Background: an optimization exercise with open tools, aiming at small area, a short achievable clock period and few clock cycles. Do not read the settings as production practice. RTL that was checked went through simulation tests only; none was proved equivalent to the original.

==> job 4604: inputs <==
==> flow/design.v (excerpt) <==
module alu32(clk,reset,start,a, b, aluop,out,done);
input wire clk;
input wire reset;
input wire start;
input [31:0] a;
input [31:0] b;
input [2:0] aluop;
output reg [31:0] out;
output wire done;
wire [31:0] modres;
wire sub = ~aluop[2];
wire [31:0] bx = b ^ {32{sub}};
wire [31:0] g0 = a & bx;
wire [31:0] p0 = a ^ bx;
reg [31:0] g, p;
integer i, l;
always @(*) begin
    g = g0;
    p = p0;
    g[0] = g0[0] | (p0[0] & sub);
    for (l = 1; l < 32; l = l * 2)
        for (i = 2*l-1; i < 32; i = i + 2*l) begin
            g[i] = g[i] | (p[i] & g[i-l]);
            p[i] = p[i] & p[i-l];
        end
    for (l = 8; l >= 1; l = l / 2)
        for (i = 3*l-1; i < 32; i = i + 2*l) begin
            g[i] = g[i] | (p[i] & g[i-l]);
            p[i] = p[i] & p[i-l];
        end
end
wire [31:0] sum = p0 ^ {g[30:0], sub};
mod op8(.clk(clk), .reset(reset), .start(start), .A(a), .B(b), .result(modres), .done(done));
always @(*) begin
    case (aluop)
        3'b000: out = a & b;
        3'b100: out = a | b;
        3'b010: out = a ^ b;
        3'b110: out = ~(a | b);
        3'b001: out = {31'b0, sum[31]};
        3'b101: out = sum;
        3'b011: out = sum;
        default: out = modres;
    endcase
end
endmodule
==> module mod, before the edit <==
module mod #(parameter M = 3) (
    input clk,
    input reset,
    input start,
    input [31:0] A,
    input [31:0] B,
    output [31:0] result,
    output done
);
function [5:0] clz32(input [31:0] v);
    reg [31:0] x;
    reg [5:0] n;
    begin
        n = 6'd0;
        x = v;
        if (x[31:16] == 16'b0) begin n[4] = 1'b1; x = {x[15:0], 16'b0}; end
        if (x[31:24] == 8'b0) begin n[3] = 1'b1; x = {x[23:0], 8'b0}; end
        if (x[31:28] == 4'b0) begin n[2] = 1'b1; x = {x[27:0], 4'b0}; end
        if (x[31:30] == 2'b0) begin n[1] = 1'b1; x = {x[29:0], 2'b0}; end
        if (!x[31]) n[0] = 1'b1;
        if (!x[31] && !x[30]) n = 6'd32;
        clz32 = n;
    end
endfunction
function [32:0] bksub(input [31:0] r, input [31:0] d);
    reg [31:0] g0, p0, g, p;
    integer i, l;
    begin
        g0 = r & ~d;
        p0 = r ^ ~d;
        g = g0;
        p = p0;
        g[0] = g0[0] | p0[0];
        for (l = 1; l < 32; l = l * 2)
            for (i = 2*l-1; i < 32; i = i + 2*l) begin
                g[i] = g[i] | (p[i] & g[i-l]);
                p[i] = p[i] & p[i-l];
            end
        for (l = 8; l >= 1; l = l / 2)
            for (i = 3*l-1; i < 32; i = i + 2*l) begin
                g[i] = g[i] | (p[i] & g[i-l]);
                p[i] = p[i] & p[i-l];
            end
        bksub = {g[31], p0 ^ {g[30:0], 1'b1}};
    end
endfunction
reg busy;
reg signed [5:0] kt;
reg [31:0] R;
reg [31:0] X;
wire [5:0] lza = clz32(A);
wire [5:0] lzb = clz32(B);
wire [6:0] kd = {1'b0, lzb} - {1'b0, lza};
wire [4:0] k0 = kd[6] ? 5'd0 : (kd[5] ? 5'd31 : kd[4:0]);
reg [31:0] r [0:M];
reg [32:0] t [0:M-1];
integer j;
always @(*) begin
    r[0] = R;
    for (j = 0; j < M; j = j + 1) begin
        t[j] = bksub(r[j], X >> j);
        r[j+1] = (kt >= j && t[j][32]) ? t[j][31:0] : r[j];
    end
end
wire last = kt < M;
wire [4:0] kn = busy ? kt[4:0] - M : k0;
assign done = busy && last;
assign result = r[M];
always @(posedge clk or posedge reset) begin
    if (reset)
        busy <= 1'b0;
    else if (busy)
        busy <= !last;
    else
        busy <= start;
end
always @(posedge clk) begin
    if (!busy) begin
        R <= A;
        kt <= {1'b0, k0};
    end else begin
        R <= r[M];
        kt <= kt - M;
    end
    X <= B << kn;
end
endmodule
==> module alu32, before the edit <==
module alu32(clk,reset,start,a, b, aluop,out,done);
input wire clk;
input wire reset;
input wire start;
input [31:0] a;
input [31:0] b;
input [2:0] aluop;
output reg [31:0] out;
output wire done;
wire [31:0] modres;
wire sub = ~aluop[2];
wire [31:0] bx = b ^ {32{sub}};
wire [31:0] g0 = a & bx;
wire [31:0] p0 = a ^ bx;
reg [31:0] g, p;
integer i, l;
always @(*) begin
    g = g0;
    p = p0;
    g[0] = g0[0] | (p0[0] & sub);
    for (l = 1; l < 32; l = l * 2)
        for (i = 2*l-1; i < 32; i = i + 2*l) begin
            g[i] = g[i] | (p[i] & g[i-l]);
            p[i] = p[i] & p[i-l];
        end
    for (l = 8; l >= 1; l = l / 2)
        for (i = 3*l-1; i < 32; i = i + 2*l) begin
            g[i] = g[i] | (p[i] & g[i-l]);
            p[i] = p[i] & p[i-l];
        end
end
wire [31:0] sum = p0 ^ {g[30:0], sub};
mod op8(.clk(clk), .reset(reset), .start(start), .A(a), .B(b), .result(modres), .done(done));
always @(*) begin
    case (aluop)
        3'b000: out = a & b;
        3'b100: out = a | b;
        3'b010: out = a ^ b;
        3'b110: out = ~(a | b);
        3'b001: out = {31'b0, sum[31]};
        3'b101: out = sum;
        3'b011: out = sum;
        default: out = modres;
    endcase
end
endmodule
==> flow/config.mk <==
export PLATFORM = sky130hd
export DESIGN_NAME = alu32
export DESIGN_NICKNAME = alu32
export VERILOG_FILES = /design/flow/design.v
export SDC_FILE = /design/flow/constraint.sdc
export NUM_CORES = 4
export LEC_CHECK = 0
export ABC_AREA = 1
export CAP_MARGIN = 20
export CORE_MARGIN = 2
export CORE_UTILIZATION = 40
export SLEW_MARGIN = 20
==> flow/constraint.sdc <==
create_clock -name core_clock -period 23.0 [get_ports {clk}]
set_input_delay 4.6000 -clock core_clock [delete_from_list [all_inputs] [get_ports {clk}]]
set_output_delay 4.6000 -clock core_clock [all_outputs]
set_load 0.01 [all_outputs]
standard.sh (not shown) runs the stock make flow with config.mk's settings and CLKGATE_MAP_FILE= SYNTH_SCRIPT=/design/flow/synth_recipe.tcl, a recipe that flattens the netlist after the stock synthesis.
==> flow/flow/run.sh <==
#!/bin/bash
set -euo pipefail
bash standard.sh "BUFFER_PORTS_ARGS=-buffer_cell sky130_fd_sc_hd__buf_2" SETUP_SLACK_MARGIN=10 finish > standard.log 2>&1
==> job 9069: changes against job 4604 <==
--- a/flow/design.v
+++ b/flow/design.v
@@ -350,15 +350,26 @@
 );
-function [5:0] clz32(input [31:0] v);
-    reg [31:0] x;
-    reg [5:0] n;
+function [4:0] clz32(input [31:0] v);
+    reg [15:0] c1; reg [15:0] v1;
+    reg [15:0] c2; reg [7:0] v2;
+    reg [11:0] c3; reg [3:0] v3;
+    reg [7:0] c4; reg [1:0] v4;
+    integer i;
     begin
-        n = 6'd0;
-        x = v;
-        if (x[31:16] == 16'b0) begin n[4] = 1'b1; x = {x[15:0], 16'b0}; end
-        if (x[31:24] == 8'b0) begin n[3] = 1'b1; x = {x[23:0], 8'b0}; end
-        if (x[31:28] == 4'b0) begin n[2] = 1'b1; x = {x[27:0], 4'b0}; end
-        if (x[31:30] == 2'b0) begin n[1] = 1'b1; x = {x[29:0], 2'b0}; end
-        if (!x[31]) n[0] = 1'b1;
-        if (!x[31] && !x[30]) n = 6'd32;
-        clz32 = n;
+        for (i = 0; i < 16; i = i + 1) begin
+            v1[i] = v[2*i+1] | v[2*i];
+            c1[i] = ~v[2*i+1];
+        end
+        for (i = 0; i < 8; i = i + 1) begin
+            v2[i] = v1[2*i+1] | v1[2*i];
+            c2[2*i+1 -: 2] = v1[2*i+1] ? {1'b0, c1[2*i+1]} : {1'b1, c1[2*i]};
+        end
+        for (i = 0; i < 4; i = i + 1) begin
+            v3[i] = v2[2*i+1] | v2[2*i];
+            c3[3*i+2 -: 3] = v2[2*i+1] ? {1'b0, c2[4*i+3 -: 2]} : {1'b1, c2[4*i+1 -: 2]};
+        end
+        for (i = 0; i < 2; i = i + 1) begin
+            v4[i] = v3[2*i+1] | v3[2*i];
+            c4[4*i+3 -: 4] = v3[2*i+1] ? {1'b0, c3[6*i+5 -: 3]} : {1'b1, c3[6*i+2 -: 3]};
+        end
+        clz32 = v4[1] ? {1'b0, c4[7:4]} : {1'b1, c4[3:0]};
     end
@@ -391,6 +402,6 @@
 reg [31:0] X;
-wire [5:0] lza = clz32(A);
-wire [5:0] lzb = clz32(B);
-wire [6:0] kd = {1'b0, lzb} - {1'b0, lza};
-wire [4:0] k0 = kd[6] ? 5'd0 : (kd[5] ? 5'd31 : kd[4:0]);
+wire [4:0] lza = clz32(A);
+wire [4:0] lzb = clz32(B);
+wire [5:0] kd = {1'b0, lzb} - {1'b0, lza};
+wire [4:0] k0 = kd[5] ? 5'd0 : kd[4:0];
 reg [31:0] r [0:M];
@@ -439,23 +450,4 @@
 wire sub = ~aluop[2];
-wire [31:0] bx = b ^ {32{sub}};
-wire [31:0] g0 = a & bx;
-wire [31:0] p0 = a ^ bx;
-reg [31:0] g, p;
-integer i, l;
-always @(*) begin
-    g = g0;
-    p = p0;
-    g[0] = g0[0] | (p0[0] & sub);
-    for (l = 1; l < 32; l = l * 2)
-        for (i = 2*l-1; i < 32; i = i + 2*l) begin
-            g[i] = g[i] | (p[i] & g[i-l]);
-            p[i] = p[i] & p[i-l];
-        end
-    for (l = 8; l >= 1; l = l / 2)
-        for (i = 3*l-1; i < 32; i = i + 2*l) begin
-            g[i] = g[i] | (p[i] & g[i-l]);
-            p[i] = p[i] & p[i-l];
-        end
-end
-wire [31:0] sum = p0 ^ {g[30:0], sub};
+wire [32:0] sum33 = {a, 1'b1} + {b ^ {32{sub}}, sub};
+wire [31:0] sum = sum33[32:1];
 mod op8(.clk(clk), .reset(reset), .start(start), .A(a), .B(b), .result(modres), .done(done));
==> flow/flow/run.sh (replaced) <==
#!/bin/bash
set -euo pipefail
bash standard.sh "BUFFER_PORTS_ARGS=-buffer_cell sky130_fd_sc_hd__buf_1" SETUP_SLACK_MARGIN=10 finish > standard.log 2>&1
==> flow_summary.toml <==
[outcome]
outcome = "finished clean"

[worst_setup_path]
max_stage_delay_ns = 0.46
r2r-start = "op8.X[3]$_SDFF_PP0_"

[grt]
grt_max_degree = 64

[finish]
mostFrequentLayoutCells = "485 x nand2_1, 300 x inv_1, 192 x ha_1"
syn_to_final_growth_pct = 14.9
register_area_sq_um = 1430

[sta]
fmax_mhz = 77.3
(the above is from job 4604)
==> flow_summary.toml <==
[worst_setup_path]
r2r-start = "op8.X[12]$_SDFF_PP0_"
max_stage_delay_ns = 0.32

[finish]
syn_to_final_growth_pct = 10.1
mostFrequentLayoutCells = "515 x nand2_1, 297 x inv_1, 212 x nand3_1"
dominant_cells = "multi-input combinational cells"
register_area_sq_um = 1430

[min_path]
min-delay-start = "op8.kt[4]$_DFF_P_"

[grt]
grt_max_degree = 65

[sta]
fmax_mhz = 78.9

[outcome]
outcome = "finished clean"
(the above is from job 9069)
Testbench counts of job 9069, summed over its fixed seeds: cycles 4,027.
The RTL of job 4604 was laid out without a check of its function.

---

==> inputs of 02-12 <==
alu32 with an RTL version that a note above also has.
==> module mod, before the edit <==
module mod #(parameter M = 3) (
    input clk,
    input reset,
    input start,
    input [31:0] A,
    input [31:0] B,
    output [31:0] result,
    output done
);
function [4:0] clz32(input [31:0] v);
    reg [15:0] c1; reg [15:0] v1;
    reg [15:0] c2; reg [7:0] v2;
    reg [11:0] c3; reg [3:0] v3;
    reg [7:0] c4; reg [1:0] v4;
    integer i;
    begin
        for (i = 0; i < 16; i = i + 1) begin
            v1[i] = v[2*i+1] | v[2*i];
            c1[i] = ~v[2*i+1];
        end
        for (i = 0; i < 8; i = i + 1) begin
            v2[i] = v1[2*i+1] | v1[2*i];
            c2[2*i+1 -: 2] = v1[2*i+1] ? {1'b0, c1[2*i+1]} : {1'b1, c1[2*i]};
        end
        for (i = 0; i < 4; i = i + 1) begin
            v3[i] = v2[2*i+1] | v2[2*i];
            c3[3*i+2 -: 3] = v2[2*i+1] ? {1'b0, c2[4*i+3 -: 2]} : {1'b1, c2[4*i+1 -: 2]};
        end
        for (i = 0; i < 2; i = i + 1) begin
            v4[i] = v3[2*i+1] | v3[2*i];
            c4[4*i+3 -: 4] = v3[2*i+1] ? {1'b0, c3[6*i+5 -: 3]} : {1'b1, c3[6*i+2 -: 3]};
        end
        clz32 = v4[1] ? {1'b0, c4[7:4]} : {1'b1, c4[3:0]};
    end
endfunction
function [32:0] bksub(input [31:0] r, input [31:0] d);
    reg [31:0] g0, p0, g, p;
    integer i, l;
    begin
        g0 = r & ~d;
        p0 = r ^ ~d;
        g = g0;
        p = p0;
        g[0] = g0[0] | p0[0];
        for (l = 1; l < 32; l = l * 2)
            for (i = 2*l-1; i < 32; i = i + 2*l) begin
                g[i] = g[i] | (p[i] & g[i-l]);
                p[i] = p[i] & p[i-l];
            end
        for (l = 8; l >= 1; l = l / 2)
            for (i = 3*l-1; i < 32; i = i + 2*l) begin
                g[i] = g[i] | (p[i] & g[i-l]);
                p[i] = p[i] & p[i-l];
            end
        bksub = {g[31], p0 ^ {g[30:0], 1'b1}};
    end
endfunction
reg busy;
reg signed [5:0] kt;
reg [31:0] R;
reg [31:0] X;
wire [4:0] lza = clz32(A);
wire [4:0] lzb = clz32(B);
wire [5:0] kd = {1'b0, lzb} - {1'b0, lza};
wire [4:0] k0 = kd[5] ? 5'd0 : kd[4:0];
reg [31:0] r [0:M];
reg [32:0] t [0:M-1];
integer j;
always @(*) begin
    r[0] = R;
    for (j = 0; j < M; j = j + 1) begin
        t[j] = bksub(r[j], X >> j);
        r[j+1] = (kt >= j && t[j][32]) ? t[j][31:0] : r[j];
    end
end
wire last = kt < M;
wire [4:0] kn = busy ? kt[4:0] - M : k0;
assign done = busy && last;
assign result = r[M];
always @(posedge clk or posedge reset) begin
    if (reset)
        busy <= 1'b0;
    else if (busy)
        busy <= !last;
    else
        busy <= start;
end
always @(posedge clk) begin
    if (!busy) begin
        R <= A;
        kt <= {1'b0, k0};
    end else begin
        R <= r[M];
        kt <= kt - M;
    end
    X <= B << kn;
end
endmodule
==> module alu32, before the edit <==
module alu32(clk,reset,start,a, b, aluop,out,done);
input wire clk;
input wire reset;
input wire start;
input [31:0] a;
input [31:0] b;
input [2:0] aluop;
output reg [31:0] out;
output wire done;
wire [31:0] modres;
wire sub = ~aluop[2];
wire [32:0] sum33 = {a, 1'b1} + {b ^ {32{sub}}, sub};
wire [31:0] sum = sum33[32:1];
mod op8(.clk(clk), .reset(reset), .start(start), .A(a), .B(b), .result(modres), .done(done));
always @(*) begin
    case (aluop)
        3'b000: out = a & b;
        3'b100: out = a | b;
        3'b010: out = a ^ b;
        3'b110: out = ~(a | b);
        3'b001: out = {31'b0, sum[31]};
        3'b101: out = sum;
        3'b011: out = sum;
        default: out = modres;
    endcase
end
endmodule
==> flow/config.mk <==
export PLATFORM = sky130hd
export DESIGN_NAME = alu32
export DESIGN_NICKNAME = alu32
export VERILOG_FILES = /design/flow/design.v
export SDC_FILE = /design/flow/constraint.sdc
export NUM_CORES = 4
export LEC_CHECK = 0
export ABC_AREA = 1
export CAP_MARGIN = 20
export CORE_MARGIN = 2
export CORE_UTILIZATION = 70
export CTS_BUF_LIST = sky130_fd_sc_hd__clkbuf_4 sky130_fd_sc_hd__clkbuf_8
export SLEW_MARGIN = 20
==> flow/constraint.sdc <==
create_clock -name core_clock -period 23.0 [get_ports {clk}]
set_input_delay 4.6000 -clock core_clock [delete_from_list [all_inputs] [get_ports {clk}]]
set_output_delay 4.6000 -clock core_clock [all_outputs]
set_load 0.01 [all_outputs]
==> flow/flow/run.sh <==
#!/bin/bash
set -euo pipefail
bash standard.sh "BUFFER_PORTS_ARGS=-buffer_cell sky130_fd_sc_hd__buf_1" SETUP_SLACK_MARGIN=11 finish > standard.log 2>&1
==> 05-27: changes against 02-12 <==
--- a/flow/design.v
+++ b/flow/design.v
@@ -350,26 +350,15 @@
 );
-function [4:0] clz32(input [31:0] v);
-    reg [15:0] c1; reg [15:0] v1;
-    reg [15:0] c2; reg [7:0] v2;
-    reg [11:0] c3; reg [3:0] v3;
-    reg [7:0] c4; reg [1:0] v4;
-    integer i;
+function [5:0] clz32(input [31:0] v);
+    reg [31:0] x;
+    reg [5:0] n;
     begin
-        for (i = 0; i < 16; i = i + 1) begin
-            v1[i] = v[2*i+1] | v[2*i];
-            c1[i] = ~v[2*i+1];
-        end
-        for (i = 0; i < 8; i = i + 1) begin
-            v2[i] = v1[2*i+1] | v1[2*i];
-            c2[2*i+1 -: 2] = v1[2*i+1] ? {1'b0, c1[2*i+1]} : {1'b1, c1[2*i]};
-        end
-        for (i = 0; i < 4; i = i + 1) begin
-            v3[i] = v2[2*i+1] | v2[2*i];
-            c3[3*i+2 -: 3] = v2[2*i+1] ? {1'b0, c2[4*i+3 -: 2]} : {1'b1, c2[4*i+1 -: 2]};
-        end
-        for (i = 0; i < 2; i = i + 1) begin
-            v4[i] = v3[2*i+1] | v3[2*i];
-            c4[4*i+3 -: 4] = v3[2*i+1] ? {1'b0, c3[6*i+5 -: 3]} : {1'b1, c3[6*i+2 -: 3]};
-        end
-        clz32 = v4[1] ? {1'b0, c4[7:4]} : {1'b1, c4[3:0]};
+        n = 6'd0;
+        x = v;
+        if (x[31:16] == 16'b0) begin n[4] = 1'b1; x = {x[15:0], 16'b0}; end
+        if (x[31:24] == 8'b0) begin n[3] = 1'b1; x = {x[23:0], 8'b0}; end
+        if (x[31:28] == 4'b0) begin n[2] = 1'b1; x = {x[27:0], 4'b0}; end
+        if (x[31:30] == 2'b0) begin n[1] = 1'b1; x = {x[29:0], 2'b0}; end
+        if (!x[31]) n[0] = 1'b1;
+        if (!x[31] && !x[30]) n = 6'd32;
+        clz32 = n;
     end
@@ -402,6 +391,6 @@
 reg [31:0] X;
-wire [4:0] lza = clz32(A);
-wire [4:0] lzb = clz32(B);
-wire [5:0] kd = {1'b0, lzb} - {1'b0, lza};
-wire [4:0] k0 = kd[5] ? 5'd0 : kd[4:0];
+wire [5:0] lza = clz32(A);
+wire [5:0] lzb = clz32(B);
+wire [6:0] kd = {1'b0, lzb} - {1'b0, lza};
+wire [4:0] k0 = kd[6] ? 5'd0 : (kd[5] ? 5'd31 : kd[4:0]);
 reg [31:0] r [0:M];
@@ -417,3 +406,2 @@
 wire last = kt < M;
-wire [4:0] kn = busy ? kt[4:0] - M : k0;
 assign done = busy && last;
@@ -431,2 +419,3 @@
         R <= A;
+        X <= B << k0;
         kt <= {1'b0, k0};
@@ -434,5 +423,5 @@
         R <= r[M];
+        X <= X >> M;
         kt <= kt - M;
     end
-    X <= B << kn;
 end
@@ -450,4 +439,23 @@
 wire sub = ~aluop[2];
-wire [32:0] sum33 = {a, 1'b1} + {b ^ {32{sub}}, sub};
-wire [31:0] sum = sum33[32:1];
+wire [31:0] bx = b ^ {32{sub}};
+wire [31:0] g0 = a & bx;
+wire [31:0] p0 = a ^ bx;
+reg [31:0] g, p;
+integer i, l;
+always @(*) begin
+    g = g0;
+    p = p0;
+    g[0] = g0[0] | (p0[0] & sub);
+    for (l = 1; l < 32; l = l * 2)
+        for (i = 2*l-1; i < 32; i = i + 2*l) begin
+            g[i] = g[i] | (p[i] & g[i-l]);
+            p[i] = p[i] & p[i-l];
+        end
+    for (l = 8; l >= 1; l = l / 2)
+        for (i = 3*l-1; i < 32; i = i + 2*l) begin
+            g[i] = g[i] | (p[i] & g[i-l]);
+            p[i] = p[i] & p[i-l];
+        end
+end
+wire [31:0] sum = p0 ^ {g[30:0], sub};
 mod op8(.clk(clk), .reset(reset), .start(start), .A(a), .B(b), .result(modres), .done(done));
==> flow/flow/run.sh (replaced) <==
#!/bin/bash
set -euo pipefail
bash standard.sh SETUP_SLACK_MARGIN=11 finish > standard.log 2>&1
- CORE_UTILIZATION: 70 -> 40
- CTS_BUF_LIST: sky130_fd_sc_hd__clkbuf_4 sky130_fd_sc_hd__clkbuf_8 -> default
==> 03-11: changes against 02-12 <==
--- a/flow/design.v
+++ b/flow/design.v
@@ -350,26 +350,15 @@
 );
-function [4:0] clz32(input [31:0] v);
-    reg [15:0] c1; reg [15:0] v1;
-    reg [15:0] c2; reg [7:0] v2;
-    reg [11:0] c3; reg [3:0] v3;
-    reg [7:0] c4; reg [1:0] v4;
-    integer i;
+function [5:0] clz32(input [31:0] v);
+    reg [31:0] x;
+    reg [5:0] n;
     begin
-        for (i = 0; i < 16; i = i + 1) begin
-            v1[i] = v[2*i+1] | v[2*i];
-            c1[i] = ~v[2*i+1];
-        end
-        for (i = 0; i < 8; i = i + 1) begin
-            v2[i] = v1[2*i+1] | v1[2*i];
-            c2[2*i+1 -: 2] = v1[2*i+1] ? {1'b0, c1[2*i+1]} : {1'b1, c1[2*i]};
-        end
-        for (i = 0; i < 4; i = i + 1) begin
-            v3[i] = v2[2*i+1] | v2[2*i];
-            c3[3*i+2 -: 3] = v2[2*i+1] ? {1'b0, c2[4*i+3 -: 2]} : {1'b1, c2[4*i+1 -: 2]};
-        end
-        for (i = 0; i < 2; i = i + 1) begin
-            v4[i] = v3[2*i+1] | v3[2*i];
-            c4[4*i+3 -: 4] = v3[2*i+1] ? {1'b0, c3[6*i+5 -: 3]} : {1'b1, c3[6*i+2 -: 3]};
-        end
-        clz32 = v4[1] ? {1'b0, c4[7:4]} : {1'b1, c4[3:0]};
+        n = 6'd0;
+        x = v;
+        if (x[31:16] == 16'b0) begin n[4] = 1'b1; x = {x[15:0], 16'b0}; end
+        if (x[31:24] == 8'b0) begin n[3] = 1'b1; x = {x[23:0], 8'b0}; end
+        if (x[31:28] == 4'b0) begin n[2] = 1'b1; x = {x[27:0], 4'b0}; end
+        if (x[31:30] == 2'b0) begin n[1] = 1'b1; x = {x[29:0], 2'b0}; end
+        if (!x[31]) n[0] = 1'b1;
+        if (!x[31] && !x[30]) n = 6'd32;
+        clz32 = n;
     end
@@ -402,6 +391,6 @@
 reg [31:0] X;
-wire [4:0] lza = clz32(A);
-wire [4:0] lzb = clz32(B);
-wire [5:0] kd = {1'b0, lzb} - {1'b0, lza};
-wire [4:0] k0 = kd[5] ? 5'd0 : kd[4:0];
+wire [5:0] lza = clz32(A);
+wire [5:0] lzb = clz32(B);
+wire [6:0] kd = {1'b0, lzb} - {1'b0, lza};
+wire [4:0] k0 = kd[6] ? 5'd0 : (kd[5] ? 5'd31 : kd[4:0]);
 reg [31:0] r [0:M];
@@ -417,3 +406,2 @@
 wire last = kt < M;
-wire [4:0] kn = busy ? kt[4:0] - M : k0;
 assign done = busy && last;
@@ -431,2 +419,3 @@
         R <= A;
+        X <= B << k0;
         kt <= {1'b0, k0};
@@ -434,5 +423,5 @@
         R <= r[M];
+        X <= X >> M;
         kt <= kt - M;
     end
-    X <= B << kn;
 end
@@ -450,4 +439,23 @@
 wire sub = ~aluop[2];
-wire [32:0] sum33 = {a, 1'b1} + {b ^ {32{sub}}, sub};
-wire [31:0] sum = sum33[32:1];
+wire [31:0] bx = b ^ {32{sub}};
+wire [31:0] g0 = a & bx;
+wire [31:0] p0 = a ^ bx;
+reg [31:0] g, p;
+integer i, l;
+always @(*) begin
+    g = g0;
+    p = p0;
+    g[0] = g0[0] | (p0[0] & sub);
+    for (l = 1; l < 32; l = l * 2)
+        for (i = 2*l-1; i < 32; i = i + 2*l) begin
+            g[i] = g[i] | (p[i] & g[i-l]);
+            p[i] = p[i] & p[i-l];
+        end
+    for (l = 8; l >= 1; l = l / 2)
+        for (i = 3*l-1; i < 32; i = i + 2*l) begin
+            g[i] = g[i] | (p[i] & g[i-l]);
+            p[i] = p[i] & p[i-l];
+        end
+end
+wire [31:0] sum = p0 ^ {g[30:0], sub};
 mod op8(.clk(clk), .reset(reset), .start(start), .A(a), .B(b), .result(modres), .done(done));
==> flow/flow/run.sh (replaced) <==
#!/bin/bash
set -euo pipefail
bash standard.sh SETUP_SLACK_MARGIN=12 finish > standard.log 2>&1
- CORE_UTILIZATION: 70 -> 40
- CTS_BUF_LIST: sky130_fd_sc_hd__clkbuf_4 sky130_fd_sc_hd__clkbuf_8 -> default
==> summary.txt <==
03-11 ran to the end with no violations. 02-12 finished clean. 05-27 completed with no timing, DRC or antenna violations.
Worst hold slack, highest first: 02-12, 03-11, 05-27.
Synthesized cell count is the same in 05-27 and 03-11.
Via count: 02-12 > 03-11 > 05-27.
Clock skew: 02-12 > 05-27 > 03-11.
In synthesized area, 05-27 and 03-11 do not differ.
Design area, lowest first: 02-12, 05-27, 03-11.
Against 03-11, the non-clock buffer count of 02-12 is lower by 140.
Testbench counts of 02-12, summed over its fixed seeds: cycles 4,027.
The RTL of 05-27 and 03-11 was laid out without a check of its function.

[static timing again, ports no longer ideal]
No port has a modelled driver above. Below, the same layouts with a new extraction and two added sets of constraints. Step 1, drivers: a clkbuf_16 drives clk and a buf_2 each remaining input, both assumed. Step 2 also shifts input and output timing later by t, the mid clock arrival at the registers, as if the neighbouring blocks saw the same clock. Three values: ideal ports, drivers, drivers and shift; two values: the first two.
| run | t (ns) | setup WS [ns] | worst register clock-pin slew, ns |
|---|---|---|---|
| job 4604 | 0.401 | 10.062 / 9.989 / 9.989 | 0.07 / 0.07 |
| job 9069 | 0.381 | 10.326 / 10.303 / 10.303 | 0.06 / 0.06 |
| 02-12 | 0.410 | 9.020 / 8.978 / 9.389 | 0.10 / 0.10 |
| 05-27 | 0.402 | 10.342 / 10.178 / 10.178 | 0.07 / 0.07 |
| 03-11 | 0.399 | 9.975 / 9.911 / 9.911 | 0.07 / 0.07 |
After both steps setup and hold are still met in every run listed. For 05-27, which loses most, drivers alone change the setup slack by -0.164 ns; drivers and shift together by -0.164 ns.
